From an optimization exercise on the open Yosys and OpenROAD flow, aimed at small area, a short achievable clock period and few clock cycles; shortcuts taken in it are not production practice. At most, simulation tests tie the RTL to the original design; equivalence was not proved. Power and IR drop assume default switching activity.

## Core
module Core(
	input             clk,
	input             rst,                        
	input      [15:0] mem_to_core_data,           
	output     [15:0] core_to_mem_data,           
	output     [23:0] core_to_mem_address,        
	output            core_to_mem_write_enable);  
	localparam ADD  = 4'b0000;
	localparam ADDI = 4'b0001;
	localparam SUB  = 4'b0010;
	localparam LW   = 4'b0011;
	localparam SW   = 4'b0100;
	localparam LUI  = 4'b0101;
	localparam CMP  = 4'b0110;
	localparam BR   = 4'b0111;
	localparam JMP  = 4'b1000;
	localparam SLL  = 4'b1001;
	localparam SLR  = 4'b1010;
	localparam AND  = 4'b1011;
	localparam NAND = 4'b1100;
	localparam OR   = 4'b1101;
	localparam NOT  = 4'b1110;
	localparam LLI  = 4'b1111;
	wire [15:0] md = mem_to_core_data;
	reg [23:0] addr;         
	reg [23:0] save;         
	reg        dslot;        
	reg        dslot_ld;     
	reg        we;           
	reg        a_data;       
	reg        a_ld;         
	reg        nf_lo;        
	reg        nf_kill;      
	reg [3:0]  ld_dest;
	reg        ld_we;
	reg [15:0] ir;           
	reg [15:1] oh_a, oh_b;   
	reg        r_valid;      
	reg        zero, negative;
	reg [15:0] opa, opb;
	reg [15:0] sdata;        
	reg        e_cmp;        
	reg        e_kadd, e_ksub, e_klog;    
	reg [3:0]  e_s0l, e_s0r, e_s1;        
	reg [3:0]  e_tt;         
	reg        e_we_hi, e_we_lo;
	reg [3:0]  e_dest;
	wire [15:0] sum_add;
	wire [16:0] sum_sub;
	add16 _add(.a(opa),  .b(opb), .cin(1'b0), .s(sum_add), .cout());
	add16 _sub(.a(~opa), .b(opb), .cin(1'b1), .s(sum_sub[15:0]), .cout(sum_sub[16]));
  ...
Size in the first run: roughly 1,900 cells after synthesis, roughly 59 I/O pins, ~0.020 sq mm of cells after synthesis.
export LEC_CHECK = 0
export CAP_MARGIN = 20
export CORE_MARGIN = 2
export CORE_UTILIZATION = 40
export CTS_CLUSTER_DIAMETER = 150
export CTS_CLUSTER_SIZE = 20
export SETUP_SLACK_MARGIN = 4.6
export SLEW_MARGIN = 20
create_clock -name core_clock -period 7.0 [get_ports {clk}]
standard.sh (not shown) runs the stock make flow with config.mk's settings and CLKGATE_MAP_FILE= SYNTH_SCRIPT=/design/flow/synth_recipe.tcl, a recipe that flattens the netlist after the stock synthesis.
==> flow/flow/run.sh <==
#!/bin/bash
# The standard layout (standard.sh: same synthesis script, registers and
# steps), with two changes to how cells are picked:
#  - ADDER_MAP_FILE is empty, so synthesis leaves adders to abc as plain logic
#    instead of fixed full/half adder cells;
#  - the input and output port buffers are buf_4 cells instead of the delay
#    buffers (clkdlybuf4s50_1) that buffer_ports picks by default.
# ORFS writes each step's full log under orfs/logs; make's output goes to
# standard.log.
set -euo pipefail
export ADDER_MAP_FILE=
export BUFFER_PORTS_ARGS="-buffer_cell sky130_fd_sc_hd__buf_4"
bash standard.sh > standard.log 2>&1
The baseline completed with no timing, DRC or antenna violations.
Testbench counts at the start, summed over its fixed seeds: cycles 53,178.
Change:
- CORE_UTILIZATION: 40 -> 60
What happened: Global-route usage is higher by 13 points. Cell area decreases slightly. Setup slack improves by 0.038 ns. Utilization came out higher by 24 points. Wire length goes down by a few percent. Worst hold slack improved by 0.010 ns. Count of clock-buffer cells in the layout does not change. Critical path depth is unchanged. Die area came out lower by a quarter to a third. Via count climbs slightly.
Change:
- CORE_UTILIZATION: 60 -> 40
- SETUP_SLACK_MARGIN: 4.6 -> 4.3
Result: Final cell count rises by a little under a tenth; sequential cell count stays the same; cell area falls by a few percent; total power falls slightly; worst setup slack degrades by 0.19 ns; utilization falls by 26 points; hold slack degrades by 0.022 ns.

Another version of the RTL of Core (not shown whole).
For scale: ~2000 cells after synthesis, about 59 I/O pins, ~21000 um^2 of cells after synthesis.
// Core
module Core(
	input             clk,
	input             rst,                        
	input      [15:0] mem_to_core_data,           
	output     [15:0] core_to_mem_data,           
	output     [23:0] core_to_mem_address,        
	output            core_to_mem_write_enable);  
	localparam ADD  = 4'b0000;
	localparam ADDI = 4'b0001;
	localparam SUB  = 4'b0010;
	localparam LW   = 4'b0011;
	localparam SW   = 4'b0100;
	localparam LUI  = 4'b0101;
	localparam CMP  = 4'b0110;
	localparam BR   = 4'b0111;
	localparam JMP  = 4'b1000;
	localparam SLL  = 4'b1001;
	localparam SLR  = 4'b1010;
	localparam AND  = 4'b1011;
	localparam NAND = 4'b1100;
	localparam OR   = 4'b1101;
	localparam NOT  = 4'b1110;
	localparam LLI  = 4'b1111;
	wire [15:0] md = mem_to_core_data;
	reg [23:0] addr;         
	reg [23:0] save;         
	reg        dslot;        
	reg        dslot_ld;     
	reg        we;           
	reg        a_data;       
	reg        a_ld;         
	reg        nf_lo;        
	reg        nf_kill;      
	reg [3:0]  ld_dest;
	reg        ld_we;
	reg [15:0] ir;           
	reg        r_valid;      
	reg        zero, negative;
	reg [15:0] opa, opb;
	reg        e_cmp;        
	reg        e_kadd, e_ksub, e_klog, e_kshl, e_kshr;    
	reg [3:0]  e_tt;         
	reg        e_we_hi, e_we_lo;
	reg [3:0]  e_dest;
	wire [15:0] sum_add = opa + opb;
	wire [16:0] sum_sub = {1'b0, opb} + {1'b0, ~opa} + 17'd1;
	wire eq = (opa == opb);
	wire lt = sum_sub[16] & ~eq;    
	reg  [15:0] logic_r;
	integer k;
	always @(*)
		for (k = 0; k < 16; k = k + 1)
			logic_r[k] = e_tt[{opa[k], opb[k]}];
	wire [15:0] other  = ({16{e_klog}} & logic_r) |
	                     ({16{e_kshl}} & (opa << opb[3:0])) |
  ...
Settings: LEC_CHECK=0, CAP_MARGIN=20, CORE_MARGIN=2, CORE_UTILIZATION=40, SETUP_SLACK_MARGIN=4.0, SLEW_MARGIN=20; clock period 7.0 ns.
==> flow/flow/run.sh <==
#!/bin/bash
# The standard layout (standard.sh, unchanged synthesis and steps), except
# that the input and output port buffers are buf_4 cells instead of the delay
# buffers (clkdlybuf4s50_1) that buffer_ports picks by default.
set -euo pipefail
export BUFFER_PORTS_ARGS="-buffer_cell sky130_fd_sc_hd__buf_4"
bash standard.sh > standard.log 2>&1
Change:
==> flow/flow/run.sh (replaced) <==
#!/bin/bash
# The standard layout (standard.sh: same synthesis script, registers and
# steps), with two changes to how cells are picked:
#  - ADDER_MAP_FILE is empty, so synthesis leaves adders to abc as plain logic
#    instead of fixed full/half adder cells;
#  - the input and output port buffers are buf_4 cells instead of the delay
#    buffers (clkdlybuf4s50_1) that buffer_ports picks by default.
# ORFS writes each step's full log under orfs/logs; make's output goes to
# standard.log.
set -euo pipefail
export ADDER_MAP_FILE=
export BUFFER_PORTS_ARGS="-buffer_cell sky130_fd_sc_hd__buf_4"
bash standard.sh > standard.log 2>&1
Wire length falls by about 18%.
Critical path depth came out higher by 1.
Non-clock buffer count shrinks by 6.
Maximum frequency is higher by 4.7%.
Utilization is higher by 0.24 points.
Via count shrinks by 13%.
Hold slack loses 0.018 ns.
Clock power rose by about 2%.
Sequential power falls by about 2%.
Worst setup slack gets better by 0.15 ns.
Change:
==> flow/run.sh (new file) <==
#!/bin/bash
# synth_recipe.tcl (not shown) runs the flow's synth.tcl, then flattens the netlist and writes it again
# the make line also repeats each setting of config.mk as NAME=value (left out here)
make -C /OpenROAD-flow-scripts/flow DESIGN_CONFIG=/design/flow/config.mk WORK_HOME=/design/flow/orfs CLKGATE_MAP_FILE= SYNTH_SCRIPT=/design/flow/synth_recipe.tcl finish
removed: flow/flow/run.sh
removed: flow/standard.sh
Outcome:
- utilization rises by 0.15 points
- power rose by 7.6%
- hold slack improves by 0.021 ns
No functional check of the RTL was part of any run of this note.

==> separate check: timing with driven ports <==
No port has a modelled driver above. Below, the same layouts with a new extraction and two added sets of constraints. Step 1, drivers: a clkbuf_16 drives clk and a buf_2 each remaining input, both assumed. Step 2 also shifts input and output timing later by t, the mid clock arrival at the registers, as if the neighbouring blocks saw the same clock. Three values: no drivers, after step 1, after step 2; two values: the first two.
run	shift t [ns]	slack for setup (ns)	worst slew at a driven data input, ns
the first run of note 1	0.633	4.247 / 4.247 / 4.153	0.04
the second run of note 1	0.613	4.285 / 4.285 / 4.091	0.03
the third run of note 1	0.626	4.091 / 4.091 / 4.013	0.04
the first run of note 2	0.614	3.739 / 3.739 / 3.739	0.05
the second run of note 2	0.613	3.886 / 3.886 / 3.886	0.05
the third run of note 2	0.621	3.827 / 3.827 / 3.769	0.06
After both steps every run listed still meets setup and hold. For the second run of note 1, which loses most, drivers alone change the setup slack by 0.000 ns; drivers and shift together by -0.194 ns.
